Background: an optimization exercise with open tools, aiming at small area. Do not read the settings as production practice. RTL that was checked went through simulation tests only; none was proved equivalent to the original. No functional check of the RTL was part of run 1. Power figures rest on the tool's default switching activity, not on a simulated workload.

File: design/flow/flow/run.sh
#!/bin/bash
# The standard layout (standard.sh), except that:
#  - synthesis maps the logic with an area-only ABC script
#    (flow/abc_area.script) in place of ORFS's abc_area.script; everything
#    else in synthesis is ORFS's unchanged, so the registers keep the
#    standard synthesis's names and cells;
#  - clock tree synthesis inserts no dummy loads and clusters up to 16 sinks, buffered with sky130_fd_sc_hd__clkbuf_8;
#  - every input and output port still gets its own buffer, but a
#    sky130_fd_sc_hd__buf_1 rather than the buffer buffer_ports picks itself.
set -euo pipefail
W=$(pwd)
rm -rf "$W/scripts_mod"
cp -r "$FLOW_HOME/scripts" "$W/scripts_mod"
cp "$W/flow/abc_area.script" "$W/scripts_mod/abc_area.script"
SCRIPTS_DIR="$W/scripts_mod" bash "$W/standard.sh" synth > "$W/synth.log" 2>&1
export BUFFER_PORTS_ARGS="-buffer_cell sky130_fd_sc_hd__buf_1"
export CTS_ARGS="-sink_clustering_enable -repair_clock_nets -dont_use_dummy_load -sink_clustering_size 16 -sink_clustering_max_diameter 80 -buf_list sky130_fd_sc_hd__clkbuf_8"
bash "$W/standard.sh" finish > "$W/layout.log" 2>&1
File: design/flow/flow/abc_area.script
strash
dch -f
map -a
strash
dch -f
map -a
strash
dch -f
map -a
topo
File: design/flow/standard.sh
#!/bin/bash
# synth_recipe.tcl (not shown) runs the flow's synth.tcl, then flattens the netlist and writes it again
# the make line also repeats each setting of config.mk as NAME=value (left out here)
make -C /OpenROAD-flow-scripts/flow DESIGN_CONFIG=/design/flow/config.mk WORK_HOME=/design/flow/orfs CLKGATE_MAP_FILE= SYNTH_SCRIPT=/design/flow/synth_recipe.tcl "${@:-finish}"
File: design/flow/config.mk
export PLATFORM = sky130hd
export DESIGN_NAME = riscv
export DESIGN_NICKNAME = riscv
export VERILOG_FILES = /design/flow/design.v
export SDC_FILE = /design/flow/constraint.sdc
export NUM_CORES = 4
export LEC_CHECK = 0
export ABC_AREA = 1
export CAP_MARGIN = 20
export CORE_MARGIN = 2
export CORE_UTILIZATION = 45
export GPL_TIMING_DRIVEN = 0
export SETUP_SLACK_MARGIN = 0
export SLEW_MARGIN = 20
File: design/flow/constraint.sdc
create_clock -name core_clock -period 10.0 [get_ports {clk}]
set_input_delay 2.0000 -clock core_clock [delete_from_list [all_inputs] [get_ports {clk}]]
set_output_delay 2.0000 -clock core_clock [all_outputs]
set_load 0.01 [all_outputs]
File: design/flow/design.v
`timescale 1ns / 1ps
module riscv(
    input  wire        clk,
    input  wire        rst,
    input  wire [31:0] inst_i,
    output wire [31:0] inst_addr_o,
    output reg         inst_ce_o,
    input  wire [31:0] data_i,
    output wire        data_we_o,
    output wire        data_ce_o,
    output wire [31:0] data_addr_o,
    output wire [31:0] data_o
);
always @(posedge clk) inst_ce_o <= ~rst;
reg  [2:0]  ph;
reg         clr;           
reg  [31:2] pc;
reg  [31:0] res;           
reg  [31:0] adr;           
reg         cy;            
reg         cy2;           
reg         eqf;           
reg  [4:0]  sa;            
reg  [4:0]  sb;            
reg         wb_en, ld_p, st_p, srl_p;
reg  [4:0]  wb_rd;
wire ph0 = (ph == 3'd0);
wire ph1 = (ph == 3'd1);
wire ph7 = (ph == 3'd7);
wire [6:0] op = inst_i[6:0];
wire [2:0] f3 = inst_i[14:12];
wire [6:0] f7 = inst_i[31:25];
wire [4:0] rd  = inst_i[11:7];
wire [4:0] rs1 = inst_i[19:15];
wire [4:0] rs2 = inst_i[24:20];
wire is_jal  = (op == 7'b1101111);
wire is_br   = (op == 7'b1100011) && (f3[1:0] == 2'b00);
wire is_lw   = (op == 7'b0000011) && (f3 == 3'b010);
wire is_sw   = (op == 7'b0100011) && (f3 == 3'b010);
wire is_addi = (op == 7'b0010011) && (f3 == 3'b000);
wire r_op    = (op == 7'b0110011);
wire r_f7z   = (f7 == 7'b0000000);
wire is_add  = r_op && r_f7z && (f3 == 3'b000);
wire is_sub  = r_op && (f7 == 7'b0100000) && (f3 == 3'b000);
wire is_sll  = r_op && r_f7z && (f3 == 3'b001);
wire is_xor  = r_op && r_f7z && (f3 == 3'b100);
wire is_srl  = r_op && r_f7z && (f3 == 3'b101);
wire is_or   = r_op && r_f7z && (f3 == 3'b110);
wire is_and  = r_op && r_f7z && (f3 == 3'b111);
wire writes  = (is_jal | is_lw | is_addi | is_add | is_sub | is_sll | is_xor |
                is_srl | is_or | is_and) && (rd != 5'd0);
wire sub_op  = is_sub | is_br;
wire [3:0] wdata;
wire [3:0] wd = clr ? 4'd0 : wdata;
wire [3:0] w_hi = clr ? 4'hf : wb_en ? (4'd1 << wb_rd[4:3]) : 4'd0;
wire [7:0] w_lo = clr ? 8'hff : (8'd1 << wb_rd[2:0]);
wire [3:0] a_hi = 4'd1 << rs1[4:3];
wire [7:0] a_lo = 8'd1 << rs1[2:0];
wire [3:0] b_hi = 4'd1 << rs2[4:3];
wire [7:0] b_lo = 8'd1 << rs2[2:0];
wire [3:0] pa [0:31];
wire [3:0] pb [0:31];
assign pa[0] = 4'd0;
assign pb[0] = 4'd0;
genvar r;
generate for (r = 1; r < 32; r = r + 1) begin : g_rf
    reg [31:0] q;
    wire we = w_hi[r / 8] & w_lo[r % 8];
    always @(posedge clk) q <= {(we ? wd : q[3:0]), q[31:4]};
    assign pa[r] = pa[r-1] | (q[3:0] & {4{a_hi[r / 8] & a_lo[r % 8]}});
    assign pb[r] = pb[r-1] | (q[3:0] & {4{b_hi[r / 8] & b_lo[r % 8]}});
end endgenerate
wire [3:0] ra = (clr | (wb_en && wb_rd == rs1)) ? wd : pa[31];
wire [3:0] rb = (clr | (wb_en && wb_rd == rs2)) ? wd : pb[31];
wire [31:0] pcw   = {pc, 2'b00};
wire [3:0]  pcnib = pcw[{ph, 2'b00} +: 4];
wire [31:0] immI  = {{20{inst_i[31]}}, inst_i[31:20]};
wire [31:0] immS  = {{20{inst_i[31]}}, inst_i[31:25], inst_i[11:7]};
wire [31:0] immB  = {{20{inst_i[31]}}, inst_i[7], inst_i[30:25], inst_i[11:8], 1'b0};
wire [31:0] immJ  = {{12{inst_i[31]}}, inst_i[19:12], inst_i[20], inst_i[30:21], 1'b0};
wire [3:0]  iInib = immI[{ph, 2'b00} +: 4];
wire [3:0]  iSnib = immS[{ph, 2'b00} +: 4];
wire [3:0] a = is_jal ? pcnib : ra;
wire [3:0] b = (is_addi | is_lw) ? iInib :
               is_sw ? iSnib :
               is_jal ? {1'b0, ph0, 2'b00} :
               (is_sll | is_srl) ? 4'd0 : rb;
wire       cin = ph0 ? sub_op : cy;
wire [4:0] sum = {1'b0, a} + {1'b0, (sub_op ? ~b : b)} + {4'd0, cin};
wire       zero_now = (sum[3:0] == 4'd0) & (ph0 | eqf);
wire       lt = (a[3] ^ b[3]) ? a[3] : sum[3];
wire       taken = is_jal | (is_br & (f3[2] ? lt : zero_now));
wire [4:0] s_cur = ph0 ? {1'b0, rb} : ph1 ? {rb[0], sa[3:0]} : sa;
wire [35:0] vv = {a, adr};
wire [2:0] lc = s_cur[4:2];
wire [1:0] lf = s_cur[1:0];
reg  [3:0]  lsel;                                        
always @(*) case (lc)
    3'd0: lsel = a;
    3'd1: lsel = adr[31:28];
    3'd2: lsel = adr[27:24];
    3'd3: lsel = adr[23:20];
    3'd4: lsel = adr[19:16];
    3'd5: lsel = adr[15:12];
    3'd6: lsel = adr[11:8];
    default: lsel = adr[7:4];
endcase
wire [3:0]  l_hi = (ph < lc) ? 4'd0 : lsel;
reg  [3:1]  l_h;
wire [3:1]  l_lo = (ph <= lc) ? 3'd0 : l_h;
wire [6:0]  l_cat = {l_hi, l_lo};
wire [3:0]  win_l = l_cat[3 - lf +: 4];
wire [4:0]  s_r = ph7 ? sa : sb;
reg  [3:0]  r_hi_raw;                                    
always @(*) case (s_r[4:2])
    3'd0: r_hi_raw = adr[7:4];
    3'd1: r_hi_raw = adr[11:8];
    3'd2: r_hi_raw = adr[15:12];
    3'd3: r_hi_raw = adr[19:16];
    3'd4: r_hi_raw = adr[23:20];
    3'd5: r_hi_raw = adr[27:24];
    3'd6: r_hi_raw = adr[31:28];
    default: r_hi_raw = 4'd0;    
endcase
reg  [3:0]  r_h;
wire [3:0]  r_add = {1'b0, ph} + {1'b0, sb[4:2]};
wire [3:0]  r_hi = (r_add >= 4'd7) ? 4'd0 : r_hi_raw;
wire [3:0]  r_lo = (r_add >= 4'd8) ? 4'd0 : r_h;
wire [7:0]  r_cat = {r_hi, r_lo};
wire [3:0]  win_r = r_cat[sb[1:0] +: 4];
always @(posedge clk) begin
    l_h <= l_hi[3:1];
    r_h <= (s_r[4:2] == 3'd7) ? a : r_hi_raw;
end
wire [3:0] rnib = is_lw  ? 4'd0 :
                  is_sw  ? rb :
                  is_sll ? win_l :
                  is_xor ? (a ^ b) :
                  is_or  ? (a | b) :
                  is_and ? (a & b) : sum[3:0];
assign wdata = srl_p ? win_r : (res[3:0] | data_i[3:0]);
always @(posedge clk) begin
    cy  <= sum[4];
    eqf <= zero_now;
    adr <= {((is_jal | is_br) ? sum2[3:0] : sum[3:0]), adr[31:4]};
    cy2 <= sum2[4];
    res[31:28] <= rnib;
    res[27:24] <= ((ph1 & is_sll & rb[0]) ? 4'd0 : res[31:28]) | data_i[31:28];
    res[23:0]  <= res[27:4] | data_i[27:4];
    if (ph0) sa[3:0] <= rb;
    if (ph1) sa[4] <= rb[0];
end
wire [31:0] immBJ = is_jal ? immJ : immB;
wire [3:0]  bjnib = immBJ[{ph, 2'b00} +: 4];
wire [4:0]  sum2  = {1'b0, pcnib} + {1'b0, bjnib} + {4'd0, ~ph0 & cy2};
wire [31:2] tgt   = {sum2[3:0], adr[31:6]};
wire [31:2] inc = pc + 30'd1;
always @(posedge clk) begin
    if (rst) begin
        ph    <= 3'd0;
        clr   <= 1'b1;
        pc    <= 30'd0;
        wb_en <= 1'b0;
        ld_p  <= 1'b0;
        st_p  <= 1'b0;
        srl_p <= 1'b0;
    end else begin
        ph <= ph + 3'd1;
        if (ph7) begin
            clr   <= 1'b0;
            pc    <= taken ? tgt : inc;
            wb_en <= writes;
            ld_p  <= is_lw;
            st_p  <= is_sw;
            wb_rd <= rd;
            srl_p <= is_srl;
            sb    <= s_cur;
        end
    end
end
assign inst_addr_o = {pc, 2'b00};
assign data_addr_o = adr;
assign data_o      = res;
assign data_ce_o   = ph0 & (ld_p | st_p);
assign data_we_o   = ph0 & st_p;
endmodule
==> results of run 1 <==
[sequential cells by signal (all words and copies together), names as in the netlist]
register	cells
l_h	3
ph	3
g_rf.q	992
wb_en	1
cy2	1
adr	32
eqf	1
wb_rd	5
st_p	1
sa	5
cy	1
r_h	4
clr	1
res	32
ld_p	1
sb	5
srl_p	1
pc	30
inst_ce_o	1
[path summary, 6_finish.rpt]
path | from | end | slack [ps] | cells after the start
max reg2reg | ph[2] | pc[23] | 840 | 35
max | inst_i[22] | pc[23] | 640 | 26
min reg2reg | g_rf[8].q[31] | g_rf[8].q[27] | 260 | 0
min | g_rf[8].q[31] | g_rf[8].q[27] | 260 | 0
[per-layer routing]
metal | track usage | wire length [µm]
met4 | 0.0714 | 2030
met2 | 0.373 | 36400
met3 | 0.0365 | 4300
met1 | 0.308 | 36500
met5 | 0 | 0
[cell families (layout without fill, tap and decap cells)]
group / Yosys count / in the layout / share of synthesized area
AND/OR/NAND/NOR: 667 / 668 / 0.0921
AO/OA/AOI/OAI: 559 / 559 / 0.114
XOR/XNOR: 25 / 25 / 0.00729
adder cells (fa/ha/maj): 30 / 30 / 0.0138
buffers and inverters: 167 / 426 / 0.0211
flip-flops: 1120 / 1120 / 0.752
other: 1 / 3 / 0.000125
[final cells by class]
cell class              count  area share
repair buffers            178      0.0257
diodes                      1   0.0000753
plain buffers               2    0.000452
flip-flops and latches   1120       0.680
clock buffers              81      0.0336
multi-input cells        1284       0.209
inverters                 165      0.0189
well taps                 864      0.0325
[cells in the final DEF (no fill, tap or decap), types with 3 or more instances in the layout]
cell | netlist | routed
dfxtp_1 | 1105 | 1103
a221o_2 | 5 | 5
o221ai_1 | 5 | 5
o21ai_0 | 231 | 227
nand3_1 | 44 | 44
buf_1 | 0 | 161
fa_1 | 5 | 5
a41oi_1 | 3 | 3
xor2_1 | 22 | 22
ha_1 | 25 | 24
a221oi_1 | 26 | 26
buf_16 | 0 | 5
nand2_1 | 318 | 317
a2111oi_0 | 4 | 3
nand4_1 | 27 | 27
xnor2_1 | 3 | 3
nor2_1 | 211 | 209
clkbuf_8 | 0 | 81
a21oi_1 | 107 | 107
clkinv_1 | 165 | 162
or2_2 | 27 | 27
o21bai_1 | 7 | 7
o211ai_1 | 25 | 25
a31oi_1 | 9 | 8
a22o_2 | 3 | 3
buf_4 | 2 | 10
o31ai_2 | 0 | 12
nor4_1 | 10 | 10
edfxtp_1 | 15 | 15
a22oi_1 | 100 | 100
o31ai_1 | 15 | 3
o22ai_1 | 8 | 8
nor3_1 | 26 | 26
[stage by stage]
stage	setup slack, ps	hold slack [ps]	utilization
2_1_floorplan	380	310	-
3_3_place_gp	-9600	310	0.482
3_5_place_dp	-1050	312	0.487
4_1_cts	25.3	259	0.504
5_1_grt	242	238	0.504
6_report	643	258	0.504
[what timing repair did]
item	in CTS	in global routing
resized for setup	5	4
pin swaps	1	0
setup buffers	0	0
hold endpoints to repair	0	0
endpoints found under the setup margin	30	30
gates cloned	1	0
[where the power goes]
part | total [mW] | switching [mW] | internal (mW)
clock network | 1.97 | 1.24 | 0.728
registers | 4.55 | 0.0349 | 4.52
logic | 0.218 | 0.157 | 0.0609
total | 6.74 | 1.43 | 5.31
==> impl_metrics.env, run 1 <==
export IMPL_syn_to_final_growth_pct=10.6
export IMPL_setup_viol=0
export IMPL_cts_tree="yes"
export IMPL_grt_pass1_vias=18700
export IMPL_yosysTopAreaCell="dfxtp_1"
export IMPL_power_mw=6.74
export IMPL_die_h_um=262
export IMPL_nNetsFinal=2928
export IMPL_wl_per_cell_um=21.4
export IMPL_htree_levels=3
export IMPL_outcome="finished clean"
export IMPL_fillers=5928
export IMPL_synthTopCellsByArea="dfxtp_1 74%, nand2_1 4.0%, o21ai_0 3.9%, nor2_1 2.6%, a22oi_1 2.5%"
export IMPL_finalInstanceArea_mm2=0.0332
export IMPL_hold_violations=0
export IMPL_via_per_inst=5.15
export IMPL_syn_inst=2569
export IMPL_synth_seq_area_share=0.752
export IMPL_drive_gt1_frac=0.0587
export IMPL_finalMaxSlewViolations=0
export IMPL_fmax_mhz=107
export IMPL_path_max_fanout=30
export IMPL_skew_ps=94.5
export IMPL_drt_wl_total_um=79200
export IMPL_grt_first_pass_wirelength_um=118000
export IMPL_regArea_mm2=0.0226
export IMPL_gp_congestion=0.984
export IMPL_critPathKind="in -> reg"
export IMPL_cts_buffers=81
export IMPL_globalRouteOverflowTotal=0
export IMPL_synth_edf_count=15
export IMPL_syn_cell_area_mm2=0.0300
export IMPL_crit_family="simple AND/OR/NAND/NOR gates"
export IMPL_multiInputGateArea_mm2=0.00694
export IMPL_antenna_found_initial=1
export IMPL_dpl_instance_area_mm2=0.0321
export IMPL_slew_headroom=0.204
export IMPL_cp_slowest_cell="nor4_1"
export IMPL_rsz0062_at_grt="false"
export IMPL_dr_pass1_iters=8
export IMPL_ys_ff_latch=1120
export IMPL_cp_data_arrival_time_ps=9960
export IMPL_setup_worst_path_start_class="input pin"
export IMPL_initial_core_util=0.456
export IMPL_setup_tns_ps=0
export IMPL_detail_route_antenna_nets=0
export IMPL_insertion_delay_ps=690
export IMPL_cpPeakStageDelay_ps=710
export IMPL_synth_most_common_cell="dfxtp_1"
export IMPL_syn_avg_cell_area_um2=11.7
export IMPL_clock_sinks=1120
export IMPL_hold_class="reg -> reg"
export IMPL_finalCritPeriodShare=0.936
export IMPL_die_w_um=262
export IMPL_cts_clk_slew_worst_paths_ps=90
export IMPL_dieArea_mm2=0.0688
export IMPL_yosys_top_cells_count="1105 x dfxtp_1, 318 x nand2_1, 231 x o21ai_0"
export IMPL_grt_max_degree=52
export IMPL_synth_top_area_frac=0.737
export IMPL_instances_no_fill=3695
export IMPL_dr_first_iter_drc_count=1399
export IMPL_ir_drop_v=0.000147
export IMPL_yosys_warnings=1
export IMPL_drc_errors=0
export IMPL_synth_distinct_cells=41
export IMPL_io_buffer_count=162
export IMPL_min_period_ps=9360
export IMPL_worstMarginPinSlew_ps=1160
export IMPL_cts_hold_buffers=0
export IMPL_synth_ff_type="dfxtp_1"
export IMPL_post_dp_hpwl_um=58600
export IMPL_num_rows=94
export IMPL_pwr_density_cell_mw_per_mm2=203
export IMPL_endpoint_kind="flop"
export IMPL_ios=165
export IMPL_track_usage=0.227
export IMPL_async_flop_share=0
export IMPL_power_leakage_nw=12.5
export IMPL_drv_cap=0
export IMPL_cts_buffer_depth=3
export IMPL_crit_buf_inv=4
export IMPL_coreArea_mm2=0.0659
export IMPL_routed_via_count=19000
export IMPL_root_buffer="clkbuf_8"
export IMPL_dp_cells=3612
export IMPL_crit_required_ps=10600
==> run 2: changes to the inputs <==
--- a/design/flow/design.v
+++ b/design/flow/design.v
@@ -154,7 +154,7 @@
 wire [3:0]  bjnib = immBJ[{ph, 2'b00} +: 4];
 wire [4:0]  sum2  = {1'b0, pcnib} + {1'b0, bjnib} + {4'd0, ~ph0 & cy2};
 wire [31:2] tgt   = {sum2[3:0], adr[31:6]};
-wire [31:2] inc = pc + 30'd1;
+wire [31:2] inc = pc + {29'd0, ph7};
 always @(posedge clk) begin
     if (rst) begin
         ph    <= 3'd0;
@@ -166,9 +166,9 @@
         srl_p <= 1'b0;
     end else begin
         ph <= ph + 3'd1;
+        pc <= (ph7 & taken) ? tgt : inc;
         if (ph7) begin
             clr   <= 1'b0;
-            pc    <= taken ? tgt : inc;
             wb_en <= writes;
             ld_p  <= is_lw;
             st_p  <= is_sw;
==> run 2 against run 1 <==
Against the previous run: still clean; via count decreased by 1.1%; total power is 0.10% lower; non-clock buffer count decreased by 1; utilization is 0.24 points lower; area after synthesis fell by 0.99%; clock skew decreased by 25 ps; register-to-register slack lost 40 ps; clock power about the same; worst setup slack got worse by 270 ps; sequential power about the same; critical path type unchanged; largest cell class unchanged.
==> impl_metrics.env, run 2 <==
export IMPL_num_rows=94
export IMPL_slew_headroom=0.166
export IMPL_top_regs="g_rf.q: 992 flops, adr: 32 flops, res: 32 flops"
export IMPL_layout_common_cells="1103 x dfxtp_1, 296 x nand2_1, 233 x o21ai_0, 202 x nor2_1, 161 x buf_1"
export IMPL_post_place_ws_ps=-180
export IMPL_detail_route_antenna_nets=0
export IMPL_cpPeakStageDelay_ps=590
export IMPL_drt_wl_total_um=81600
export IMPL_htree_levels=3
export IMPL_finalInstanceArea_mm2=0.0329
export IMPL_outcome="finished clean"
export IMPL_dp_cells=3546
export IMPL_root_buffer="clkbuf_8"
export IMPL_routed_via_count=18800
export IMPL_largest_register="g_rf.q"
export IMPL_die_h_um=261
export IMPL_dieArea_mm2=0.0681
export IMPL_reg2reg_depth=35
export IMPL_die_w_um=261
export IMPL_cts_hold_buffers=0
export IMPL_dr_pass1_iters=8
export IMPL_min_period_ps=9630
export IMPL_cts_clk_slew_worst_paths_ps=100
export IMPL_syn_cell_area_mm2=0.0297
export IMPL_hold_violations=0
export IMPL_crit_top_cell="clkinv_1"
export IMPL_setup_worst_path_start_class="input pin"
export IMPL_mostFrequentLayoutCell="dfxtp_1"
export IMPL_synth_distinct_cells=43
export IMPL_wl_per_cell_um=22.5
export IMPL_synth_seq_area_share=0.759
export IMPL_nNetsFinal=2862
export IMPL_pwr_density_cell_mw_per_mm2=204
export IMPL_setup_tns_ps=0
export IMPL_syn_inst=2504
export IMPL_instances_no_fill=3628
export IMPL_post_dp_hpwl_um=60900
export IMPL_synthTopCellsByArea="dfxtp_1 74%, o21ai_0 4.1%, nand2_1 3.8%, nor2_1 2.6%, a22oi_1 2.4%"
export IMPL_cts_buffers=81
export IMPL_finalCritPeriodShare=0.963
export IMPL_synth_ff_type="dfxtp_1"
export IMPL_globalRouteOverflowTotal=0
export IMPL_path_max_fanout=26
export IMPL_rsz0062_at_grt="false"
export IMPL_finalMaxSlewViolations=0
export IMPL_fin_ws_ps=371
export IMPL_cp_data_arrival_time_ps=10230
export IMPL_hold_ws_ps=290
export IMPL_drv_cap=0
export IMPL_fillers=5834
export IMPL_hold_class="reg -> reg"
export IMPL_synth_most_common_cell="dfxtp_1"
export IMPL_yosys_top_cells_count="1105 x dfxtp_1, 297 x nand2_1, 241 x o21ai_0"
export IMPL_power_leakage_nw=12.4
export IMPL_dr_first_iter_drc_count=1500
export IMPL_via_per_inst=5.19
export IMPL_largest_register_ff_count=992
export IMPL_drc_errors=0
export IMPL_initial_core_util=0.453
export IMPL_synth_top_area_frac=0.744
export IMPL_track_usage=0.237
export IMPL_coreArea_mm2=0.0656
export IMPL_setup_viol=0
export IMPL_gp_congestion=0.940
export IMPL_ios=165
export IMPL_io_buffer_count=162
export IMPL_clock_sinks=1120
export IMPL_cp_slowest_cell="o21ai_4"
export IMPL_hold_path_depth=0
export IMPL_cts_tree="yes"
export IMPL_drive_gt1_frac=0.0572
export IMPL_ys_ff_latch=1120
export IMPL_crit_required_ps=10600
export IMPL_grt_first_pass_wirelength_um=117000
export IMPL_async_flop_share=0
export IMPL_yosys_warnings=1
export IMPL_insertion_delay_ps=700
export IMPL_worstMarginPinSlew_ps=1220
export IMPL_antenna_found_initial=4
export IMPL_critPathKind="in -> reg"
export IMPL_grt_pass1_vias=17800
export IMPL_fmax_mhz=104
export IMPL_yosysTopAreaCell="dfxtp_1"
export IMPL_endpoint_kind="flop"
export IMPL_ir_drop_v=0.000140
export IMPL_dpl_instance_area_mm2=0.0318
export IMPL_synth_edf_count=15
export IMPL_skew_ps=69.3
export IMPL_syn_avg_cell_area_um2=11.9
export IMPL_grt_max_degree=34
export IMPL_syn_to_final_growth_pct=10.8
export IMPL_cts_buffer_depth=3
[run 2: stage by stage]
stage                     utilization  power [mW]
after floorplan                     -        4.76
after global placement          0.479        4.85
after detailed placement        0.485        4.86
after CTS                       0.502        6.81
after global routing            0.502        7.01
final                           0.502        6.73
[run 2: where the power goes]
group / leakage [nW] / total, mW / switching [mW] / internal [mW]
registers: 9.05 / 4.55 / 0.0353 / 4.52
clock network: 0.582 / 1.97 / 1.24 / 0.728
logic: 2.75 / 0.209 / 0.148 / 0.0608
total: 12.4 / 6.73 / 1.43 / 5.30
[run 2: layer usage]
layer | track usage | vias up | part of all wire
met2 | 0.388 | 693 | 0.46
met4 | 0.0922 | 4 | 0.036
met5 | 0 | - | 0.00028
met3 | 0.0467 | 175 | 0.061
met1 | 0.311 | 9028 | 0.44
li1 | - | 8930 | -
[run 2: final timing paths]
check	start	endpoint	slack [ps]
worst max-delay path	inst_i[22]	pc[8]	370
worst min-delay path	g_rf[5].q[7]	g_rf[5].q[3]	290
worst max register to register	ph[0]	pc[8]	800
worst min register to register	g_rf[5].q[7]	g_rf[5].q[3]	290
[run 2: logic make-up after synthesis]
family / after synthesis / share of synthesized area
AOI/OAI and AO/OA: 522 / 0.107
xor gates and xnor gates: 21 / 0.00619
adders and majority gates: 31 / 0.0143
buffers and inverters: 154 / 0.0197
DFF: 1120 / 0.759
muxes: 1 / 0.000379
other: 1 / 0.000126
and+or+nand+nor: 654 / 0.0928
[run 2: layout make-up]
cell class | count | area, µm² | area share
Sequential cell | 1120 | 22600 | 0.685
Inverter | 152 | 571 | 0.0173
Tap cell | 864 | 1080 | 0.0328
Timing Repair Buffer | 177 | 882 | 0.0268
Clock buffer | 81 | 1110 | 0.0338
Buffer | 2 | 15.0 | 0.000456
Multi-Input combinational cell | 1231 | 6700 | 0.203
Antenna cell | 1 | 2.50 | 0.0000760
[run 2: critical path, delay by kind of cell]
| family | cells | cell delay [ps] |
|---|---|---|
| buffers and inverters | 6 | 1600 |
| AO/OA/AOI/OAI | 13 | 3960 |
| adder cells (fa/ha/maj) | 1 | 320 |
| AND/OR/NAND/NOR | 10 | 2040 |
| XOR/XNOR | 2 | 270 |
[run 2: repair_timing]
item / 4_1_cts / 5_1_grt
buffers inserted: 0 / 0
setup endpoints to repair: 9 / 9
resized for setup: 1 / 4
==> run 3: changes to the inputs <==
--- a/design/flow/config.mk
+++ b/design/flow/config.mk
@@ -6,9 +6,9 @@
 export NUM_CORES = 4
 export LEC_CHECK = 0
 export ABC_AREA = 1
-export CAP_MARGIN = 20
+export CAP_MARGIN = 10
 export CORE_MARGIN = 2
 export CORE_UTILIZATION = 45
 export GPL_TIMING_DRIVEN = 0
 export SETUP_SLACK_MARGIN = 0
-export SLEW_MARGIN = 20
+export SLEW_MARGIN = 10
==> run 3 against run 2 <==
Against the previous run: fmax is 1.1% higher; worst hold slack better by 7.8 ps; total power hardly changed; combinational power hardly changed; sequential share of layout area is 0.22 points higher; die area stayed put; final cell count hardly changed; area after synthesis stayed put; clock skew is 2.0 ps lower; final area is 0.32% lower; critical endpoint unchanged; largest cell class unchanged; largest power group unchanged; highest routed layer unchanged.
==> impl_metrics.env, run 3 <==
export IMPL_post_cts_setup_buffers=0
export IMPL_fmax_mhz=105
export IMPL_reg2reg_depth=28
export IMPL_post_dp_hpwl_um=60700
export IMPL_ios=165
export IMPL_pwr_density_cell_mw_per_mm2=205
export IMPL_min_period_ps=9520
export IMPL_dp_cells=3543
export IMPL_endpoint_kind="flop"
export IMPL_async_flop_share=0
export IMPL_synth_top_area_frac=0.744
export IMPL_slew_headroom=0.290
export IMPL_hold_ws_ps=298
export IMPL_die_h_um=261
export IMPL_synth_distinct_cells=43
export IMPL_synth_most_common_cell="dfxtp_1"
export IMPL_initial_core_util=0.453
export IMPL_globalRouteOverflowTotal=0
export IMPL_hold_path_depth=0
export IMPL_syn_to_final_growth_pct=10.5
export IMPL_skew_ps=67.3
export IMPL_cts_clk_slew_worst_paths_ps=100
export IMPL_io_buffer_count=162
export IMPL_ys_ff_latch=1120
export IMPL_dr_first_iter_drc_count=1595
export IMPL_drt_wl_total_um=81400
export IMPL_cts_buffers=80
export IMPL_rsz0062_at_grt="false"
export IMPL_p_int_mw=5.30
export IMPL_track_usage=0.237
export IMPL_dieArea_mm2=0.0681
export IMPL_dr_pass1_iters=6
export IMPL_power_switching_mw=1.43
export IMPL_power_frac_clock=0.292
export IMPL_yosys_top_cells_count="1105 x dfxtp_1, 297 x nand2_1, 241 x o21ai_0"
export IMPL_syn_inst=2504
export IMPL_root_buffer="clkbuf_8"
export IMPL_htree_levels=3
export IMPL_num_rows=94
export IMPL_hold_violations=0
export IMPL_syn_avg_cell_area_um2=11.9
export IMPL_insertion_delay_ps=710
export IMPL_crit_top_cell="clkinv_1"
export IMPL_switching_share=0.213
export IMPL_multiInputGateArea_mm2=0.00669
export IMPL_synth_ff_type="dfxtp_1"
export IMPL_regArea_mm2=0.0226
export IMPL_synth_seq_area_share=0.759
export IMPL_setup_viol=0
export IMPL_drc_errors=0
export IMPL_crit_required_ps=10610
export IMPL_critPathKind="reg -> reg"
export IMPL_grt_first_pass_wirelength_um=117000
export IMPL_setup_worst_path_start_class="flop"
export IMPL_layout_common_cells="1103 x dfxtp_1, 296 x nand2_1, 233 x o21ai_0, 202 x nor2_1, 161 x buf_1"
export IMPL_p_comb_frac=0.031
export IMPL_mostFrequentLayoutCell="dfxtp_1"
export IMPL_hold_class="reg -> reg"
export IMPL_grt_max_degree=34
export IMPL_yosys_warnings=1
export IMPL_cpPeakStageDelay_ps=790
export IMPL_synth_edf_count=15
export IMPL_finalCritPeriodShare=0.952
export IMPL_seq_power_share=0.677
export IMPL_cts_tree="yes"
export IMPL_via_per_inst=5.20
export IMPL_cp_slowest_cell="dfxtp_2"
export IMPL_fin_ws_ps=477
export IMPL_coreArea_mm2=0.0656
export IMPL_die_w_um=261
export IMPL_post_place_ws_ps=-400
export IMPL_power_leakage_nw=12.3
export IMPL_detail_route_antenna_nets=0
export IMPL_clock_sinks=1120
export IMPL_drive_gt1_frac=0.0558
export IMPL_outcome="finished clean"
export IMPL_grt_pass1_vias=17700
export IMPL_yosysTopAreaCell="dfxtp_1"
export IMPL_routed_via_count=18800
export IMPL_largest_register_ff_count=992
export IMPL_cts_buffer_depth=3
export IMPL_finalMaxSlewViolations=0
export IMPL_cp_data_arrival_time_ps=10140
export IMPL_instances_no_fill=3626
export IMPL_syn_cell_area_mm2=0.0297
export IMPL_worstMarginPinSlew_ps=1070
export IMPL_gp_congestion=0.940
export IMPL_synthTopCellsByArea="dfxtp_1 74%, o21ai_0 4.1%, nand2_1 3.8%, nor2_1 2.6%, a22oi_1 2.4%"
export IMPL_ir_drop_v=0.000127
export IMPL_antenna_found_initial=4
export IMPL_drv_cap=0
export IMPL_fillers=5832
export IMPL_largest_register="g_rf.q"
export IMPL_nNetsFinal=2858
export IMPL_path_max_fanout=33
export IMPL_wl_per_cell_um=22.5
export IMPL_top_regs="g_rf.q: 992 flops, adr: 32 flops, res: 32 flops"
==> run 3: cells by family (layout without fill, tap and decap cells) <==
family | count (synthesis) | count (layout) | synth area share
compound gates | 522 | 522 | 0.107
simple gates | 654 | 654 | 0.0928
flops | 1120 | 1120 | 0.759
buf+inv | 154 | 408 | 0.0197
fa+ha+maj | 31 | 31 | 0.0143
xor+xnor | 21 | 21 | 0.00619
mux | 1 | 1 | 0.000379
other cells | 1 | 5 | 0.000126
==> run 3: cell type report <==
class | count | share of cell area
diodes | 3 | 0.000229
plain buffers | 2 | 0.000457
clock buffers | 80 | 0.0335
inverters | 152 | 0.0174
multi-input cells | 1231 | 0.204
flip-flops and latches | 1120 | 0.687
well taps | 864 | 0.0329
repair buffers | 174 | 0.0245
==> run 3: worst paths after layout <==
kind	from	endpoint	slack, ps
max	ph[0]	pc[8]	480
max reg2reg	ph[0]	pc[8]	480
min reg2reg	g_rf[28].q[12]	g_rf[28].q[8]	300
min	g_rf[28].q[12]	g_rf[28].q[8]	300
==> run 3: power by group through the flow <==
| stage | registers (mW) | logic [mW] | clock network (mW) |
|---|---|---|---|
| after floorplan | 4.64 | 0.117 | 0 |
| after global placement | 4.66 | 0.199 | 0 |
| after detailed placement | 4.66 | 0.204 | 0 |
| after CTS | 4.55 | 0.205 | 2.05 |
| after global routing | 4.56 | 0.228 | 2.21 |
| final | 4.55 | 0.208 | 1.97 |
==> run 3: repair_timing <==
action                     4_1_cts  5_1_grt
setup endpoints to repair        9        9
gates cloned                     0        0
gates resized for setup          2        3
hold buffers                     0        0
==> run 3: worst max-delay path: cells and delay by family, from the launching register on <==
family          cells  cell delay [ps]
compound gates     10             3500
buf+inv             8             2200
simple gates        6             1600
fa+ha+maj           3             1130
flops               1              790
xor+xnor            1              160
==> run 3: metal layers <==
metal / track usage / up-vias / wire (µm) / part of all wire
met4: 0.0890 / 4 / 2920 / 0.036
li1: - / 8911 / - / -
met3: 0.0433 / 172 / 4920 / 0.060
met1: 0.312 / 9074 / 35700 / 0.44
met2: 0.391 / 682 / 37900 / 0.47
met5: 0 / - / 28 / 0.00034
==> run 3: per-stage QoR <==
step,TNS [ps],total power [mW],util,instance area [µm²]
final,0,6.73,0.500,32800
after global routing,0,7.00,0.500,32800
after CTS,0,6.81,0.500,32800
after detailed placement,-2920,4.86,0.483,31700
after global placement,-301390,4.85,0.479,31400
after floorplan,0,4.76,-,29700
==> run 4: changes to the inputs <==
--- a/design/flow/config.mk
+++ b/design/flow/config.mk
@@ -8,7 +8,7 @@
 export ABC_AREA = 1
 export CAP_MARGIN = 10
 export CORE_MARGIN = 2
-export CORE_UTILIZATION = 45
+export CORE_UTILIZATION = 55
 export GPL_TIMING_DRIVEN = 0
 export SETUP_SLACK_MARGIN = 0
 export SLEW_MARGIN = 10
==> run 4 against run 3 <==
Against the previous run: critical path type unchanged; sequential share of layout area rose by 0.48 points; die area fell by 18%; clock skew fell by 19 ps.
==> impl_metrics.env, run 4 <==
export IMPL_outcome="finished clean"
export IMPL_top_usage_layer="met2"
export IMPL_drv_cap=0
export IMPL_syn_cell_area_mm2=0.0297
export IMPL_hold_path_depth=0
export IMPL_crit_buf_inv=7
export IMPL_crit_family="compound AO/OA/AOI/OAI gates"
export IMPL_dr_first_iter_drc_count=1683
export IMPL_synth_edf_count=15
export IMPL_power_leakage_nw=12.3
export IMPL_cpPeakStageDelay_ps=800
export IMPL_setup_viol=0
export IMPL_drive_gt1_frac=0.0551
export IMPL_via_per_inst=5.50
export IMPL_gp_congestion=1.03
export IMPL_synth_seq_area_share=0.759
export IMPL_post_cts_setup_buffers=0
export IMPL_syn_inst=2504
export IMPL_cts_buffer_depth=3
export IMPL_coreArea_mm2=0.0536
export IMPL_use_met1=0.376
export IMPL_ys_ff_latch=1120
export IMPL_largest_register_ff_count=992
export IMPL_r2r_start="ph[0]"
export IMPL_endpoint_kind="flop"
export IMPL_ios=165
export IMPL_post_dp_hpwl_um=60100
export IMPL_hp_start="g_rf[25].q[23]"
export IMPL_cp_slowest_cell="dfxtp_2"
export IMPL_cp_data_arrival_time_ps=9930
export IMPL_hold_ws_ps=308
export IMPL_slew_headroom=0.102
export IMPL_drc_errors=0
export IMPL_reg2reg_depth=33
export IMPL_num_rows=85
export IMPL_hold_violations=0
export IMPL_utilization=0.608
export IMPL_hold_class="reg -> reg"
export IMPL_synth_ff_type="dfxtp_1"
export IMPL_synth_most_common_cell="dfxtp_1"
export IMPL_met2_usage=0.483
export IMPL_grt_pass1_vias=18700
export IMPL_wl_per_cell_um=23.6
export IMPL_finalMaxSlewViolations=0
export IMPL_path_max_fanout=40
export IMPL_largest_register="g_rf.q"
export IMPL_rsz0062_at_grt="false"
export IMPL_initial_core_util=0.555
export IMPL_synthTopCellsByArea="dfxtp_1 74%, o21ai_0 4.1%, nand2_1 3.8%, nor2_1 2.6%, a22oi_1 2.4%"
export IMPL_pwr_density_cell_mw_per_mm2=207
export IMPL_track_usage=0.292
export IMPL_critPathKind="reg -> reg"
export IMPL_crit_top_cell="clkinv_1"
export IMPL_rr_endpoint="pc[15]"
export IMPL_yosys_top_cells_count="1105 x dfxtp_1, 297 x nand2_1, 241 x o21ai_0"
export IMPL_clock_sinks=1120
export IMPL_worstMarginPinSlew_ps=1340
export IMPL_dieArea_mm2=0.0559
export IMPL_grt_max_degree=41
export IMPL_whs_endpoint="g_rf[25].q[19]"
export IMPL_grtUsageMet3=0.0509
export IMPL_antenna_found_initial=1
export IMPL_syn_to_final_growth_pct=9.68
export IMPL_die_h_um=236
export IMPL_htree_levels=3
export IMPL_top_regs="g_rf.q: 992 flops, adr: 32 flops, res: 32 flops"
export IMPL_drt_wl_total_um=81500
export IMPL_finalCritPeriodShare=0.931
export IMPL_globalRouteOverflowTotal=0
export IMPL_dr_pass1_iters=7
export IMPL_io_buffer_count=162
export IMPL_die_w_um=236
export IMPL_layout_common_cells="1104 x dfxtp_1, 296 x nand2_1, 233 x o21ai_0, 202 x nor2_1, 161 x buf_1"
export IMPL_regToRegSetupSlack_ps=690
export IMPL_yosys_warnings=1
export IMPL_cts_tree="yes"
export IMPL_cts_buffers=81
export IMPL_root_buffer="clkbuf_8"
export IMPL_insertion_delay_ps=700
export IMPL_synth_top_area_frac=0.744
export IMPL_skew_ps=48.7
export IMPL_ir_drop_v=0.000217
export IMPL_mostFrequentLayoutCell="dfxtp_1"
export IMPL_detail_route_antenna_nets=0
export IMPL_fmax_mhz=107
export IMPL_yosysTopAreaCell="dfxtp_1"
export IMPL_setup_worst_path_start_class="flop"
export IMPL_fillers=4289
export IMPL_min_period_ps=9310
export IMPL_nNetsFinal=2859
export IMPL_synth_distinct_cells=43
export IMPL_crit_required_ps=10620
export IMPL_routed_via_count=19000
export IMPL_cts_clk_slew_worst_paths_ps=90
export IMPL_async_flop_share=0
export IMPL_grt_first_pass_wirelength_um=120000
export IMPL_cts_hold_buffers=0
export IMPL_syn_avg_cell_area_um2=11.9
run 4: cell counts after synthesis:
Identical to the previous run, type by type.
run 4: cells by family after synthesis:
family / Yosys count / synth area share
other: 1 / 0.000126
adders and majority gates: 31 / 0.0143
xor gates and xnor gates: 21 / 0.00619
muxes: 1 / 0.000379
and+or+nand+nor: 654 / 0.0928
buffers and inverters: 154 / 0.0197
AOI/OAI and AO/OA: 522 / 0.107
DFF: 1120 / 0.759
run 4: worst max path at each step:
stage,start,endpoint,depth (start not counted)
after floorplan,ph[0],pc[15],32
after global placement,ph[0],pc[29],29
after detailed placement,ph[0],pc[8],33
after CTS,ph[0],pc[29],32
after global routing,ph[1],pc[15],34
final,ph[0],pc[15],33
run 4: worst reg2reg max path: cells and delay by family (launching register included):
family	cells	cell delay [ps]
xor+xnor	1	160
fa+ha+maj	3	1250
simple gates	10	1970
compound gates	12	3060
buf+inv	7	2010
flops	1	800
run 4: power by group:
part	total (mW)	switching (mW)	internal, mW
clock network	1.97	1.24	0.728
registers	4.55	0.0354	4.52
logic	0.210	0.150	0.0597
run 4: through the flow:
step / TNS (ps) / cell area, µm² / total power, mW / std cells / worst slack [ps]
after floorplan: 0 / 29700 / 4.76 / 2505 / 110
after global placement: -256970 / 31200 / 4.85 / 3363 / -8340
after detailed placement: 0 / 31500 / 4.86 / 3375 / 227
after CTS: 0 / 32600 / 6.79 / 3456 / 178
after global routing: 0 / 32600 / 6.97 / 3457 / 151
final: 0 / 32600 / 6.73 / 3457 / 688
run 4: area by class of cell:
cell class | count | area, µm² | area share
Sequential cell | 1120 | 22600 | 0.692
Multi-Input combinational cell | 1231 | 6670 | 0.204
Clock buffer | 81 | 1110 | 0.0342
Tap cell | 696 | 871 | 0.0267
Timing Repair Buffer | 174 | 792 | 0.0243
Inverter | 152 | 571 | 0.0175
Buffer | 2 | 15.0 | 0.000460
Antenna cell | 1 | 2.50 | 0.0000767
run 4: what timing repair did:
| action | in CTS | in global routing |
|---|---|---|
| hold endpoints to repair | 0 | 0 |
| gates resized for setup | 0 | 1 |
| endpoints found under the setup margin | 0 | 8 |
run 4: layer usage:
metal	part of all wire	wire length [µm]	up-vias
met2	0.47	38200	777
li1	-	-	8894
met1	0.42	34200	9133
met4	0.048	3890	0
met5	0	0	-
met3	0.064	5210	202
==> run 5: changes to the inputs <==
--- a/design/flow/design.v
+++ b/design/flow/design.v
@@ -91,7 +91,6 @@
 wire       lt = (a[3] ^ b[3]) ? a[3] : sum[3];
 wire       taken = is_jal | (is_br & (f3[2] ? lt : zero_now));
 wire [4:0] s_cur = ph0 ? {1'b0, rb} : ph1 ? {rb[0], sa[3:0]} : sa;
-wire [35:0] vv = {a, adr};
 wire [2:0] lc = s_cur[4:2];
 wire [1:0] lf = s_cur[1:0];
 reg  [3:0]  lsel;                                        
@@ -132,6 +131,10 @@
     l_h <= l_hi[3:1];
     r_h <= (s_r[4:2] == 3'd7) ? a : r_hi_raw;
 end
+wire [31:0] immBJ = is_jal ? immJ : immB;
+wire [3:0]  bjnib = immBJ[{ph, 2'b00} +: 4];
+wire [4:0]  sum2  = {1'b0, pcnib} + {1'b0, bjnib} + {4'd0, ~ph0 & cy2};
+wire [31:2] tgt   = {sum2[3:0], adr[31:6]};
 wire [3:0] rnib = is_lw  ? 4'd0 :
                   is_sw  ? rb :
                   is_sll ? win_l :
@@ -150,10 +153,6 @@
     if (ph0) sa[3:0] <= rb;
     if (ph1) sa[4] <= rb[0];
 end
-wire [31:0] immBJ = is_jal ? immJ : immB;
-wire [3:0]  bjnib = immBJ[{ph, 2'b00} +: 4];
-wire [4:0]  sum2  = {1'b0, pcnib} + {1'b0, bjnib} + {4'd0, ~ph0 & cy2};
-wire [31:2] tgt   = {sum2[3:0], adr[31:6]};
 wire [31:2] inc = pc + {29'd0, ph7};
 always @(posedge clk) begin
     if (rst) begin
==> run 5 against run 4 <==
Against the previous run: worst setup slack unchanged; still clean; count of clock-buffer cells in the layout unchanged; clock power about the same.
==> impl_metrics.env, run 5 <==
export IMPL_synth_most_common_cell="dfxtp_1"
export IMPL_crit_required_ps=10620
export IMPL_crit_family="compound AO/OA/AOI/OAI gates"
export IMPL_syn_cell_area_mm2=0.0297
export IMPL_via_per_inst=5.50
export IMPL_dp_cells=3375
export IMPL_largest_register="g_rf.q"
export IMPL_crit_top_cell="clkinv_1"
export IMPL_syn_inst=2504
export IMPL_cts_clk_slew_worst_paths_ps=90
export IMPL_insertion_delay_ps=700
export IMPL_io_buffer_count=162
export IMPL_root_buffer="clkbuf_8"
export IMPL_dpl_instance_area_mm2=0.0315
export IMPL_pwr_density_cell_mw_per_mm2=207
export IMPL_cp_data_arrival_time_ps=9930
export IMPL_detail_route_antenna_nets=0
export IMPL_yosysTopAreaCell="dfxtp_1"
export IMPL_globalRouteOverflowTotal=0
export IMPL_wl_per_cell_um=23.6
export IMPL_hold_violations=0
export IMPL_die_w_um=236
export IMPL_synth_simple_area_share=0.0928
export IMPL_synth_ff_type="dfxtp_1"
export IMPL_antenna_found_initial=1
export IMPL_drive_gt1_frac=0.0551
export IMPL_cts_buffers=81
export IMPL_synth_compound_area_frac=0.107
export IMPL_ys_ff_latch=1120
export IMPL_muxShareOfSynthArea=0.000379
export IMPL_num_rows=85
export IMPL_synthTopCellsByArea="dfxtp_1 74%, o21ai_0 4.1%, nand2_1 3.8%, nor2_1 2.6%, a22oi_1 2.4%"
export IMPL_routed_via_count=19000
export IMPL_outcome="finished clean"
export IMPL_dr_pass1_iters=7
export IMPL_synth_top_area_frac=0.744
export IMPL_ir_drop_v=0.000217
export IMPL_syn_to_final_growth_pct=9.68
export IMPL_power_mw=6.73
export IMPL_slew_headroom=0.102
export IMPL_hold_class="reg -> reg"
export IMPL_finalInstanceArea_mm2=0.0326
export IMPL_finalCritPeriodShare=0.931
export IMPL_cpPeakStageDelay_ps=800
export IMPL_post_dp_hpwl_um=60100
export IMPL_drc_errors=0
export IMPL_cts_buffer_depth=3
export IMPL_initial_core_util=0.555
export IMPL_fin_ws_ps=688
export IMPL_grt_first_pass_wirelength_um=120000
export IMPL_setup_viol=0
export IMPL_grt_pass1_vias=18700
export IMPL_coreArea_mm2=0.0536
export IMPL_gp_congestion=1.03
export IMPL_layout_common_cells="1104 x dfxtp_1, 296 x nand2_1, 233 x o21ai_0, 202 x nor2_1, 161 x buf_1"
export IMPL_synth_seq_area_share=0.759
export IMPL_syn_avg_cell_area_um2=11.9
export IMPL_finalMaxSlewViolations=0
export IMPL_yosys_warnings=1
export IMPL_setup_worst_path_start_class="flop"
export IMPL_power_leakage_nw=12.3
export IMPL_yosys_top_cells_count="1105 x dfxtp_1, 297 x nand2_1, 241 x o21ai_0"
export IMPL_fmax_mhz=107
export IMPL_mostFrequentLayoutCell="dfxtp_1"
export IMPL_dr_first_iter_drc_count=1683
export IMPL_path_max_fanout=40
export IMPL_skew_ps=48.7
export IMPL_synth_fa_ha_area_frac=0.0143
export IMPL_top_regs="g_rf.q: 992 flops, adr: 32 flops, res: 32 flops"
export IMPL_ios=165
export IMPL_rsz0062_at_grt="false"
export IMPL_nNetsFinal=2859
export IMPL_cts_tree="yes"
export IMPL_dieArea_mm2=0.0559
export IMPL_largest_register_ff_count=992
export IMPL_synth_xor_area_frac=0.00619
export IMPL_async_flop_share=0
export IMPL_endpoint_kind="flop"
export IMPL_synth_distinct_cells=43
export IMPL_grt_max_degree=41
export IMPL_htree_levels=3
export IMPL_synth_edf_count=15
export IMPL_clock_sinks=1120
export IMPL_drt_wl_total_um=81500
export IMPL_critPathKind="reg -> reg"
export IMPL_min_period_ps=9310
export IMPL_instances_no_fill=3457
export IMPL_synth_top_family_by_area="compound AO/OA/AOI/OAI gates"
export IMPL_worstMarginPinSlew_ps=1340
export IMPL_drv_cap=0
export IMPL_cp_slowest_cell="dfxtp_2"
export IMPL_track_usage=0.292
export IMPL_post_cts_setup_buffers=0
export IMPL_die_h_um=236
export IMPL_crit_buf_inv=7
export IMPL_post_place_ws_ps=227
## run 5: cell counts after synthesis
No cell type changed its count.
## run 5: final timing paths
kind	slack (ps)	endpoint	start	cells after the start
worst min-delay path	310	g_rf[25].q[19]	g_rf[25].q[23]	0
worst min register to register	310	g_rf[25].q[19]	g_rf[25].q[23]	0
worst max register to register	690	pc[15]	ph[0]	33
worst max-delay path	690	pc[15]	ph[0]	33
## run 5: routing by layer
layer / track usage / vias to the layer above / wire [µm]
li1: - / 8894 / -
met1: 0.376 / 9133 / 34200
met2: 0.483 / 777 / 38200
met3: 0.0509 / 202 / 5210
met4: 0.135 / 0 / 3890
met5: 0 / - / 0
## run 5: worst register-to-register path, delay by kind of cell, from the launching register on
kind	cells	cell delay (ps)
XOR/XNOR	1	160
AO/OA/AOI/OAI	12	3060
AND/OR/NAND/NOR	10	1970
buffers and inverters	7	2010
flip-flops	1	800
adder cells (fa/ha/maj)	3	1250
## run 5: layout make-up
| class | count | area [µm²] |
|---|---|---|
| Antenna cell | 1 | 2.50 |
| Buffer | 2 | 15.0 |
| Clock buffer | 81 | 1110 |
| Fill cell | 4289 | 21000 |
| Inverter | 152 | 571 |
| Multi-Input combinational cell | 1231 | 6670 |
| Sequential cell | 1120 | 22600 |
| Tap cell | 696 | 871 |
| Timing Repair Buffer | 174 | 792 |
## run 5: cell families after synthesis
logic type | after synthesis
flops | 1120
simple gates | 654
compound gates | 522
buf+inv | 154
fa+ha+maj | 31
xor+xnor | 21
other cells | 1
mux | 1
## run 5: report_power, final
group	internal [mW]	total, mW	switching, mW
clock network	0.728	1.97	1.24
logic	0.0597	0.210	0.150
registers	4.52	4.55	0.0354
total	5.30	6.73	1.43
## run 5: through the flow
step,TNS (ps),hold WS [ps],util
4_1_cts,0,302,0.608
5_1_grt,0,306,0.608
2_1_floorplan,0,310,-
3_5_place_dp,0,312,0.587
3_3_place_gp,-256970,310,0.582
6_report,0,308,0.608
## run 5: timing repair
item,in CTS,in global routing
gates resized for setup,0,1
setup endpoints to repair,0,8
endpoints found under the hold margin,0,0
hold buffers,0,0
==> run 6: changes to the inputs <==
--- a/design/flow/config.mk
+++ b/design/flow/config.mk
@@ -8,7 +8,7 @@
 export ABC_AREA = 1
 export CAP_MARGIN = 10
 export CORE_MARGIN = 2
-export CORE_UTILIZATION = 55
+export CORE_UTILIZATION = 65
 export GPL_TIMING_DRIVEN = 0
 export SETUP_SLACK_MARGIN = 0
 export SLEW_MARGIN = 10
==> run 6 against run 5 <==
Against the previous run: still clean on timing, DRC and antenna; sequential power is essentially flat; clock skew is 40 ps higher; critical path depth did not move; via count increased by 4.7%; combinational power hardly changed; routed wire length increased by 5.5%; sequential share of layout area up 0.21 points; critical endpoint unchanged; largest power group unchanged.
==> impl_metrics.env, run 6 <==
export IMPL_globalRouteOverflowTotal=0
export IMPL_drive_gt1_frac=0.0558
export IMPL_insertion_delay_ps=720
export IMPL_grt_max_degree=34
export IMPL_largest_register="g_rf.q"
export IMPL_syn_avg_cell_area_um2=11.9
export IMPL_cts_buffers=80
export IMPL_synthTopCellsByArea="dfxtp_1 74%, o21ai_0 4.1%, nand2_1 3.8%, nor2_1 2.6%, a22oi_1 2.4%"
export IMPL_mostFrequentLayoutCell="dfxtp_1"
export IMPL_finalInstanceArea_mm2=0.0325
export IMPL_hold_violations=0
export IMPL_drc_errors=0
export IMPL_rsz0062_at_grt="false"
export IMPL_die_h_um=218
export IMPL_cts_hold_buffers=0
export IMPL_top_regs="g_rf.q: 992 flops, adr: 32 flops, res: 32 flops"
export IMPL_largest_register_ff_count=992
export IMPL_drv_cap=0
export IMPL_cts_clk_slew_worst_paths_ps=100
export IMPL_async_flop_share=0
export IMPL_synth_ff_type="dfxtp_1"
export IMPL_drt_wl_total_um=86000
export IMPL_finalMaxSlewViolations=0
export IMPL_dpl_instance_area_mm2=0.0314
export IMPL_setup_tns_ps=0
export IMPL_cts_buffer_depth=3
export IMPL_yosysTopAreaCell="dfxtp_1"
export IMPL_crit_required_ps=10620
export IMPL_post_dp_hpwl_um=61300
export IMPL_power_mw=6.76
export IMPL_dp_cells=3281
export IMPL_reg2reg_depth=33
export IMPL_min_period_ps=9320
export IMPL_synth_most_common_cell="dfxtp_1"
export IMPL_syn_cell_area_mm2=0.0297
export IMPL_cp_startpoint="ph[1]"
export IMPL_track_usage=0.362
export IMPL_cts_tree="yes"
export IMPL_pwr_density_cell_mw_per_mm2=208
export IMPL_setup_worst_path_start_class="flop"
export IMPL_synth_top_area_frac=0.744
export IMPL_num_rows=78
export IMPL_fmax_mhz=107
export IMPL_regToRegSetupSlack_ps=680
export IMPL_initial_core_util=0.656
export IMPL_dieArea_mm2=0.0475
export IMPL_gp_congestion=0.999
export IMPL_grt_pass1_vias=19700
export IMPL_htree_levels=3
export IMPL_regArea_mm2=0.0226
export IMPL_crit_top_cell="clkinv_1"
export IMPL_syn_inst=2504
export IMPL_power_leakage_nw=12.3
export IMPL_die_w_um=218
export IMPL_synth_seq_area_share=0.759
export IMPL_cpPeakStageDelay_ps=840
export IMPL_setup_viol=0
export IMPL_endpoint="pc[15]"
export IMPL_instances_no_fill=3363
export IMPL_endpoint_kind="flop"
export IMPL_wl_per_cell_um=25.6
export IMPL_via_per_inst=5.92
export IMPL_clock_sinks=1120
export IMPL_detail_route_antenna_nets=0
export IMPL_root_buffer="clkbuf_8"
export IMPL_r2r_start="ph[1]"
export IMPL_antenna_found_initial=3
export IMPL_skew_ps=88.9
export IMPL_slew_headroom=0.0586
export IMPL_outcome="finished clean"
export IMPL_grt_first_pass_wirelength_um=124000
export IMPL_dr_pass1_iters=8
export IMPL_rr_endpoint="pc[15]"
export IMPL_fillers=2913
export IMPL_coreArea_mm2=0.0453
export IMPL_hold_class="reg -> reg"
export IMPL_layout_common_cells="1104 x dfxtp_1, 296 x nand2_1, 233 x o21ai_0, 202 x nor2_1, 161 x buf_1"
export IMPL_yosys_top_cells_count="1105 x dfxtp_1, 297 x nand2_1, 241 x o21ai_0"
export IMPL_synth_distinct_cells=43
export IMPL_cp_slowest_cell="dfxtp_1"
export IMPL_routed_via_count=19900
export IMPL_nNetsFinal=2860
export IMPL_io_buffer_count=162
export IMPL_ios=165
export IMPL_dr_first_iter_drc_count=2072
export IMPL_finalCritPeriodShare=0.932
export IMPL_critPathKind="reg -> reg"
export IMPL_ir_drop_v=0.000219
export IMPL_yosys_warnings=1
export IMPL_ys_ff_latch=1120
export IMPL_path_max_fanout=26
export IMPL_worstMarginPinSlew_ps=1400
export IMPL_synth_edf_count=15
export IMPL_syn_to_final_growth_pct=9.35
export IMPL_cp_data_arrival_time_ps=9950
export IMPL_multiInputGateArea_mm2=0.00667
==> run 6: power breakdown <==
group	switching [mW]	internal (mW)	leakage, nW
clock	1.28	0.721	0.575
sequential	0.0387	4.52	9.05
combinational	0.147	0.0604	2.72
==> run 6: worst min path at each step <==
stage	start	end	slack, ps	depth (start not counted)
5_1_grt	g_rf[2].q[27]	g_rf[2].q[23]	290	0
2_1_floorplan	g_rf[10].q[4]	g_rf[10].q[0]	310	0
4_1_cts	g_rf[2].q[28]	g_rf[2].q[24]	280	0
6_report	g_rf[2].q[28]	g_rf[2].q[24]	280	0
3_3_place_gp	g_rf[1].q[25]	g_rf[1].q[21]	310	0
3_5_place_dp	g_rf[10].q[24]	g_rf[10].q[20]	310	0
==> run 6: cell families after synthesis <==
logic type,count (synthesis),share of synthesized area
buf+inv,154,0.0197
xor+xnor,21,0.00619
other cells,1,0.000126
mux,1,0.000379
fa+ha+maj,31,0.0143
compound gates,522,0.107
simple gates,654,0.0928
flops,1120,0.759
==> run 6: final cells by class <==
class | count | area share
antenna | 2 | 0.000154
buffer | 2 | 0.000462
clock buffer | 80 | 0.0339
inverter | 152 | 0.0176
multi-input combinational | 1231 | 0.205
sequential | 1120 | 0.694
tap | 600 | 0.0231
timing repair buffer | 176 | 0.0253
==> run 6: stage by stage <==
step / util / worst slack, ps / hold WS (ps)
after floorplan: - / 110 / 310
after global placement: 0.687 / -8260 / 310
after detailed placement: 0.693 / 141 / 312
after CTS: 0.718 / 24.4 / 278
after global routing: 0.718 / 154 / 293
final: 0.718 / 676 / 284
==> run 6: critical path, delay by kind of cell (launching register included) <==
| kind | cells | cell delay (ps) |
|---|---|---|
| xor gates and xnor gates | 2 | 310 |
| adders and majority gates | 3 | 1030 |
| DFF | 1 | 840 |
| buffers and inverters | 7 | 1810 |
| and+or+nand+nor | 8 | 1620 |
| AOI/OAI and AO/OA | 13 | 3600 |
==> run 6: timing repair <==
| item | in CTS | in global routing |
|---|---|---|
| endpoints found under the setup margin | 0 | 16 |
| resized for setup | 0 | 3 |
| buffers inserted | 0 | 0 |
==> run 6: routing by layer <==
metal	up-vias	routed length, µm	track usage
li1	8914	-	-
met1	9566	32600	0.436
met2	1086	41500	0.613
met3	332	6780	0.0699
met4	2	5160	0.198
met5	-	14	0
==> run 7: changes to the inputs <==
==> design/flow/flow/run.sh (replaced) <==
#!/bin/bash
# The standard layout (standard.sh), except that:
#  - synthesis maps the logic with an area-only ABC script
#    (flow/abc_area.script) in place of ORFS's abc_area.script; everything
#    else in synthesis is ORFS's unchanged, so the registers keep the
#    standard synthesis's names and cells;
#  - clock tree synthesis inserts no dummy loads and clusters up to 24 sinks, buffered with sky130_fd_sc_hd__clkbuf_16;
#  - every input and output port still gets its own buffer, but a
#    sky130_fd_sc_hd__buf_1 rather than the buffer buffer_ports picks itself.
set -euo pipefail
W=$(pwd)
rm -rf "$W/scripts_mod"
cp -r "$FLOW_HOME/scripts" "$W/scripts_mod"
cp "$W/flow/abc_area.script" "$W/scripts_mod/abc_area.script"
SCRIPTS_DIR="$W/scripts_mod" bash "$W/standard.sh" synth > "$W/synth.log" 2>&1
export BUFFER_PORTS_ARGS="-buffer_cell sky130_fd_sc_hd__buf_1"
export CTS_ARGS="-sink_clustering_enable -repair_clock_nets -dont_use_dummy_load -sink_clustering_size 24 -sink_clustering_max_diameter 100 -buf_list sky130_fd_sc_hd__clkbuf_16"
bash "$W/standard.sh" finish > "$W/layout.log" 2>&1
--- a/design/flow/config.mk
+++ b/design/flow/config.mk
@@ -8,7 +8,7 @@
 export ABC_AREA = 1
 export CAP_MARGIN = 10
 export CORE_MARGIN = 2
-export CORE_UTILIZATION = 65
+export CORE_UTILIZATION = 55
 export GPL_TIMING_DRIVEN = 0
 export SETUP_SLACK_MARGIN = 0
 export SLEW_MARGIN = 10
==> run 7 against run 6 <==
Against the previous run: utilization decreased by 11 points; synthesized cell count unchanged; worst hold slack improved by 27 ps; largest power group unchanged; worst setup slack got worse by 46 ps; routed wire length decreased by 4.7%; still clean on timing, DRC and antenna; count of clock-buffer cells in the layout decreased by 28; critical endpoint unchanged; first-iteration DRC count decreased by 12%; non-clock buffer count decreased by 1; final area increased by 0.91%; die area increased by 18%; total power increased by 2.7%; sequential share of layout area decreased by 0.63 points.
==> impl_metrics.env, run 7 <==
export IMPL_outcome="finished clean"
export IMPL_yosys_warnings=1
export IMPL_dieArea_mm2=0.0559
export IMPL_min_period_ps=9370
export IMPL_ys_ff_latch=1120
export IMPL_cts_tree="yes"
export IMPL_grt_max_degree=41
export IMPL_hold_ws_ps=310
export IMPL_gp_congestion=1.03
export IMPL_synth_top_area_frac=0.744
export IMPL_cp_data_arrival_time_ps=9920
export IMPL_finalCritPeriodShare=0.937
export IMPL_cts_buffers=52
export IMPL_ir_drop_v=0.000193
export IMPL_dr_pass1_iters=6
export IMPL_cts_clk_slew_worst_paths_ps=100
export IMPL_fillers=4251
export IMPL_synthTopCellsByArea="dfxtp_1 74%, o21ai_0 4.1%, nand2_1 3.8%, nor2_1 2.6%, a22oi_1 2.4%"
export IMPL_initial_core_util=0.555
export IMPL_slew_headroom=0.0992
export IMPL_num_antenna_cells=0
export IMPL_cts_hold_buffers=0
export IMPL_coreArea_mm2=0.0536
export IMPL_largest_register="g_rf.q"
export IMPL_cp_slowest_cell="dfxtp_1"
export IMPL_synth_most_common_cell="dfxtp_1"
export IMPL_routed_via_count=18900
export IMPL_htree_levels=2
export IMPL_antenna_found_initial=0
export IMPL_drv_cap=0
export IMPL_setup_tns_ps=0
export IMPL_track_usage=0.291
export IMPL_syn_cell_area_mm2=0.0297
export IMPL_rsz0062_at_grt="false"
export IMPL_die_h_um=236
export IMPL_synth_distinct_cells=43
export IMPL_largest_register_ff_count=992
export IMPL_pwr_density_cell_mw_per_mm2=212
export IMPL_clock_sinks=1120
export IMPL_drive_gt1_frac=0.0450
export IMPL_die_w_um=236
export IMPL_skew_ps=39.4
export IMPL_synth_edf_count=15
export IMPL_grt_first_pass_wirelength_um=120000
export IMPL_nNetsFinal=2831
export IMPL_setup_worst_path_start_class="flop"
export IMPL_path_max_fanout=40
export IMPL_detail_route_antenna_nets=0
export IMPL_drt_wl_total_um=81900
export IMPL_syn_inst=2504
export IMPL_post_dp_hpwl_um=60100
export IMPL_crit_top_cell="clkinv_1"
export IMPL_fmax_mhz=107
export IMPL_layout_common_cells="1105 x dfxtp_1, 296 x nand2_1, 233 x o21ai_0, 202 x nor2_1, 161 x buf_1"
export IMPL_finalMaxSlewViolations=0
export IMPL_critPathKind="reg -> reg"
export IMPL_endpoint_kind="flop"
export IMPL_ios=165
export IMPL_power_leakage_nw=12.4
export IMPL_yosys_top_cells_count="1105 x dfxtp_1, 297 x nand2_1, 241 x o21ai_0"
export IMPL_insertion_delay_ps=610
export IMPL_cpPeakStageDelay_ps=840
export IMPL_mostFrequentLayoutCell="dfxtp_1"
export IMPL_synth_ff_type="dfxtp_1"
export IMPL_utilization=0.612
export IMPL_globalRouteOverflowTotal=0
export IMPL_setup_viol=0
export IMPL_synth_seq_area_share=0.759
export IMPL_num_rows=85
export IMPL_crit_required_ps=10550
export IMPL_worstMarginPinSlew_ps=1340
export IMPL_cts_buffer_depth=3
export IMPL_dr_first_iter_drc_count=1823
export IMPL_wl_per_cell_um=23.9
export IMPL_yosysTopAreaCell="dfxtp_1"
export IMPL_io_buffer_count=162
export IMPL_hold_violations=0
export IMPL_drc_errors=0
export IMPL_syn_avg_cell_area_um2=11.9
export IMPL_async_flop_share=0
export IMPL_hold_class="reg -> reg"
export IMPL_root_buffer="clkbuf_16"
export IMPL_syn_to_final_growth_pct=10.3
export IMPL_via_per_inst=5.52
export IMPL_top_regs="g_rf.q: 992 flops, adr: 32 flops, res: 32 flops"
export IMPL_grt_pass1_vias=18600
## run 7: cell counts after synthesis
Identical to the previous run, type by type.
## run 7: cell type report
type | count | area, µm² | share of cell area
inverter | 152 | 571 | 0.0174
clock buffer | 52 | 1300 | 0.0397
timing repair buffer | 175 | 807 | 0.0246
sequential | 1120 | 22600 | 0.688
buffer | 2 | 15.0 | 0.000458
tap | 696 | 871 | 0.0265
multi-input combinational | 1231 | 6670 | 0.203
## run 7: layer usage
metal,share of wire,global-route usage,vias to the layer above
met3,0.061,0.0466,192
met5,0,0,-
met1,0.42,0.381,9106
met2,0.47,0.487,757
met4,0.044,0.115,0
li1,-,-,8869
## run 7: logic make-up after synthesis
kind of cell / count (synthesis) / share of synthesized area
flip-flops: 1120 / 0.759
AND/OR/NAND/NOR: 654 / 0.0928
AO/OA/AOI/OAI: 522 / 0.107
buffers and inverters: 154 / 0.0197
adder cells (fa/ha/maj): 31 / 0.0143
XOR/XNOR: 21 / 0.00619
other: 1 / 0.000126
multiplexers: 1 / 0.000379
## run 7: what timing repair did
action / 4_1_cts / 5_1_grt
endpoints found under the setup margin: 0 / 9
resized for setup: 0 / 1
setup buffers: 0 / 0
## run 7: through the flow
| stage | setup WS, ps | cells | cell area (µm²) | power (mW) |
|---|---|---|---|---|
| final | 630 | 3428 | 32800 | 6.94 |
| after global routing | 90.1 | 3428 | 32800 | 7.16 |
| after CTS | 157 | 3427 | 32800 | 6.99 |
| after detailed placement | 227 | 3375 | 31500 | 4.86 |
| after global placement | -8340 | 3363 | 31200 | 4.85 |
| after floorplan | 110 | 2505 | 29700 | 4.76 |
## run 7: final timing paths
path	start	endpoint	slack, ps	cells past startpoint
worst max-delay path	ph[1]	pc[15]	630	33
worst min-delay path	g_rf[10].q[10]	g_rf[10].q[6]	310	0
worst max register to register	ph[1]	pc[15]	630	33
worst min register to register	g_rf[10].q[10]	g_rf[10].q[6]	310	0
## run 7: report_power, final
part | switching (mW) | total (mW) | internal (mW)
Sequential | 0.0335 | 4.55 | 4.52
Combinational | 0.153 | 0.214 | 0.0605
Clock | 1.25 | 2.18 | 0.928
## run 7: critical path, delay by kind of cell, from the launching register on
| kind | cells | cell delay, ps |
|---|---|---|
| flops | 1 | 840 |
| compound gates | 12 | 3020 |
| xor+xnor | 1 | 160 |
| fa+ha+maj | 3 | 1250 |
| simple gates | 10 | 1990 |
| buf+inv | 7 | 2000 |

-- re-timing with driven ports --
The flow's constraints put no driver on any port. The routed layouts listed below were extracted and timed again, unchanged, in two steps. Step 1 assumes that a clkbuf_16 drives the clock port and a buf_2 every other input. Step 2 moves the port delays by t, midway between the first and last clock arrival at a register: inputs arrive t later, outputs are due t later. That takes back most of the time a late clock gives input paths. Three values: no drivers, after step 1, after step 2; two values: the first two.
run	t, ns	slack for setup (ns)	worst setup path at the end	clock arrival spread, ns	worst register clock-pin slew, ns
run 1	0.703	0.643 / 0.667 / -0.036	input to register	0.096 / 0.096	0.11 / 0.11
run 2	0.722	0.371 / 0.334 / -0.388	input to register	0.073 / 0.074	0.11 / 0.11
run 3	0.728	0.477 / 0.447 / -0.281	input to register	0.067 / 0.068	0.11 / 0.11
run 4	0.724	0.688 / 0.688 / 0.688	register to register	0.057 / 0.057	0.10 / 0.10
run 5	0.724	0.688 / 0.688 / 0.688	register to register	0.057 / 0.057	0.10 / 0.10
run 6	0.727	0.676 / 0.676 / 0.111	input to register	0.094 / 0.095	0.11 / 0.11
run 7	0.655	0.630 / 0.630 / 0.630	register to register	0.042 / 0.042	0.10 / 0.10
Met with ideal ports but missed after step 2: setup timing in run 1, run 2 and run 3. The setup slack of run 2, which loses most, moves by -0.037 ns with the drivers and by -0.759 ns with both steps.
